This design comes from an exercise in tuning for small area, a short achievable clock period and few clock cycles per item on the open sky130 flow, not from production work.
RTL that was checked went through simulation tests only; none was proved equivalent to the original.
Power figures rest on the tool's default switching activity, not on a simulated workload.

==> inputs of run X <==
## brick_sort
module brick_sort
   (
    clk,
    rst,
    src_tvalid,
    src_tready,
    src_tdata_raw,
    dest_tvalid,
    dest_tready,
    dest_tdata_raw
    );
clock: 6.0 ns
lec_check: 0
cap_margin: 20
core_margin: 2
core_utilization: 40
cts_buf_list: sky130_fd_sc_hd__clkbuf_8
setup_slack_margin: 3.3
slew_margin: 20
run.sh (not shown) runs the stock make flow with config.mk's settings and CLKGATE_MAP_FILE= SYNTH_SCRIPT=/design/flow/synth_recipe.tcl, a recipe that flattens the netlist after the stock synthesis.
==> inputs of run P, as changes to run X <==
CTS_BUF_LIST = sky130_fd_sc_hd__clkbuf_4   (was sky130_fd_sc_hd__clkbuf_8)
==> inputs of run Z, as changes to run X <==
--- a/flow/design.v
+++ b/flow/design.v
@@ -33,13 +33,13 @@
          g76 = g[7] | (p[7] & g[6]); p76 = g[7] | (p[7] & p[6]);
          g30 = g32 | (p32 & g10);
          g74 = g76 | (p76 & g54); p74 = g76 | (p76 & p54);
          gt8 = g74 | (p74 & g30);
       end
    endfunction
-   reg [127:0] r1, r2, r3, r4, r5, r6, r7, r8, r9;
+   reg [127:0] r1, r2, r3, r4, r5, r6, r7, r8;
    reg [127:0] ro;
    wire [127:0] s0_0;
    wire s0_0_c0 = gt8(src_tdata_raw[7:0], src_tdata_raw[111:104]);
    assign s0_0[7:0] = s0_0_c0 ? src_tdata_raw[111:104] : src_tdata_raw[7:0];
    assign s0_0[111:104] = s0_0_c0 ? src_tdata_raw[7:0] : src_tdata_raw[111:104];
    wire s0_0_c1 = gt8(src_tdata_raw[15:8], src_tdata_raw[103:96]);
@@ -246,78 +246,75 @@
    assign s8_0[7:0] = r8[7:0];
    assign s8_0[15:8] = r8[15:8];
    assign s8_0[23:16] = r8[23:16];
    assign s8_0[111:104] = r8[111:104];
    assign s8_0[119:112] = r8[119:112];
    assign s8_0[127:120] = r8[127:120];
-   wire [127:0] s9_0;
-   wire s9_0_c6 = gt8(r9[55:48], r9[63:56]);
-   assign s9_0[55:48] = s9_0_c6 ? r9[63:56] : r9[55:48];
-   assign s9_0[63:56] = s9_0_c6 ? r9[55:48] : r9[63:56];
-   wire s9_0_c8 = gt8(r9[71:64], r9[79:72]);
-   assign s9_0[71:64] = s9_0_c8 ? r9[79:72] : r9[71:64];
-   assign s9_0[79:72] = s9_0_c8 ? r9[71:64] : r9[79:72];
-   assign s9_0[7:0] = r9[7:0];
-   assign s9_0[15:8] = r9[15:8];
-   assign s9_0[23:16] = r9[23:16];
-   assign s9_0[31:24] = r9[31:24];
-   assign s9_0[39:32] = r9[39:32];
-   assign s9_0[47:40] = r9[47:40];
-   assign s9_0[87:80] = r9[87:80];
-   assign s9_0[95:88] = r9[95:88];
-   assign s9_0[103:96] = r9[103:96];
-   assign s9_0[111:104] = r9[111:104];
-   assign s9_0[119:112] = r9[119:112];
-   assign s9_0[127:120] = r9[127:120];
-   wire [127:0] sorted = s9_0;
-   reg v1, v2, v3, v4, v5, v6, v7, v8, v9;
-   reg t1, t2, t3, t4, t5, t6, t7, t8, t9;
+   wire [127:0] s8_1;
+   wire s8_1_c6 = gt8(s8_0[55:48], s8_0[63:56]);
+   assign s8_1[55:48] = s8_1_c6 ? s8_0[63:56] : s8_0[55:48];
+   assign s8_1[63:56] = s8_1_c6 ? s8_0[55:48] : s8_0[63:56];
+   wire s8_1_c8 = gt8(s8_0[71:64], s8_0[79:72]);
+   assign s8_1[71:64] = s8_1_c8 ? s8_0[79:72] : s8_0[71:64];
+   assign s8_1[79:72] = s8_1_c8 ? s8_0[71:64] : s8_0[79:72];
+   assign s8_1[7:0] = s8_0[7:0];
+   assign s8_1[15:8] = s8_0[15:8];
+   assign s8_1[23:16] = s8_0[23:16];
+   assign s8_1[31:24] = s8_0[31:24];
+   assign s8_1[39:32] = s8_0[39:32];
+   assign s8_1[47:40] = s8_0[47:40];
+   assign s8_1[87:80] = s8_0[87:80];
+   assign s8_1[95:88] = s8_0[95:88];
+   assign s8_1[103:96] = s8_0[103:96];
+   assign s8_1[111:104] = s8_0[111:104];
+   assign s8_1[119:112] = s8_0[119:112];
+   assign s8_1[127:120] = s8_0[127:120];
+   wire [127:0] sorted = s8_1;
+   reg v1, v2, v3, v4, v5, v6, v7, v8;
+   reg t1, t2, t3, t4, t5, t6, t7, t8;
    reg rot;         
    reg ro_valid;
-   wire front_v = v9;
-   wire front_t = t9;
+   wire front_v = v8;
+   wire front_t = t8;
    wire ro_free = !ro_valid || dest_tready;
    wire exit_ok = front_v && (!rot || front_t) && ro_free;
    wire wrap = front_v && !exit_ok;
    wire rot_n = rot ? !exit_ok : wrap;
    wire ro_valid_n = ro_free ? exit_ok : ro_valid;
    reg rdy_free, rdy_tr;
    assign src_tready = !rst && (rdy_free || (rdy_tr && dest_tready));
    assign dest_tvalid = !rst && ro_valid;
    assign dest_tdata_raw = ro;
    wire take = src_tvalid && src_tready;
    always @(posedge clk) begin
-      r1 <= wrap ? sorted : s0_0;
+      r1 <= wrap ? r8 : s0_0;
       r2 <= s1_0;
       r3 <= s2_0;
       r4 <= s3_0;
       r5 <= s4_0;
       r6 <= s5_0;
       r7 <= s6_0;
       r8 <= s7_0;
-      r9 <= s8_0;
       if (ro_free) ro <= sorted;
       t1 <= wrap && (!rot || front_t);
       t2 <= t1;
       t3 <= t2;
       t4 <= t3;
       t5 <= t4;
       t6 <= t5;
       t7 <= t6;
       t8 <= t7;
-      t9 <= t8;
       if (rst) begin
          v1 <= 1'b0;
          v2 <= 1'b0;
          v3 <= 1'b0;
          v4 <= 1'b0;
          v5 <= 1'b0;
          v6 <= 1'b0;
          v7 <= 1'b0;
          v8 <= 1'b0;
-         v9 <= 1'b0;
          rot <= 1'b0;
          ro_valid <= 1'b0;
          rdy_free <= 1'b1;
          rdy_tr <= 1'b1;
       end else begin
          v1 <= wrap || take;
@@ -325,14 +322,13 @@
          v3 <= v2;
          v4 <= v3;
          v5 <= v4;
          v6 <= v5;
          v7 <= v6;
          v8 <= v7;
-         v9 <= v8;
          rot <= rot_n;
          ro_valid <= ro_valid_n;
-         rdy_free <= !rot_n && !(v8 && ro_valid_n);
+         rdy_free <= !rot_n && !(v7 && ro_valid_n);
          rdy_tr <= !rot_n;
       end
    end
 endmodule
CTS_BUF_LIST = unset   (was sky130_fd_sc_hd__clkbuf_8)
==> summary of the runs <==
Combinational power is about the same in run P and run X. Area after synthesis is the same in run P and run X. Global-route usage: run Z < run X < run P. Register-to-register slack: run Z < run X < run P.
==> figures <==
item	run X	run P	run Z
Result of the run	timing/DRC/antenna clean	timing/DRC/antenna clean	timing/DRC/antenna clean
Via count of the first global-routing pass	30600	31800	28600
TritonCTS Buffers	200	344	119
Setup Fix Bufs, Post-CTS	22	3	93
Met3 global-route usage	4.88%	5.67%	3.46%
Worst Max-Slew Pin Slew	1.01 ns	1.08 ns	0.877 ns
Vias after detailed routing	31700	32400	28900
R2R setup slack	3.30 ns	3.32 ns	2.75 ns
Ratio of layout area to synthesized area	1.183x	1.178x	1.251x
Sequential power share	45.6%	45.9%	39.5%
Testbench counts of run X, summed over its fixed seeds: cycles 1,040, items 960.
Testbench counts of run P, summed over its fixed seeds: cycles 1,040, items 960.
For run Z, only the layout was checked, not whether the RTL still works.

## afterwards: timing with drivers on the ports
How much do the figures lean on ideal ports? The routed layouts below were timed once more, with nothing changed but the port constraints. Step 1 sets driving cells, clkbuf_16 on the clock port and buf_2 on the other inputs (assumed; they add their load-dependent delay and slew). Step 2 moves the port delays by t, midway between the first and last clock arrival at a register: inputs arrive t later, outputs are due t later. That takes back most of the time a late clock gives input paths. a / b / c = ideal / step 1 / step 2; a / b = the first two.
| run | t (ns) | setup slack, ns | hold slack, ns |
|---|---|---|---|
| run X | 0.926 | 3.202 / 3.169 / 2.287 | 0.298 / 0.298 / 0.298 |
| run P | 1.241 | 2.954 / 2.910 / 2.048 | 0.276 / 0.276 / 0.276 |
| run Z | 0.775 | 2.630 / 2.674 / 1.899 | 0.311 / 0.311 / 0.311 |
After both steps setup and hold are still met in every run listed. For run X, which loses most, drivers alone change the setup slack by -0.033 ns; drivers and shift together by -0.915 ns.
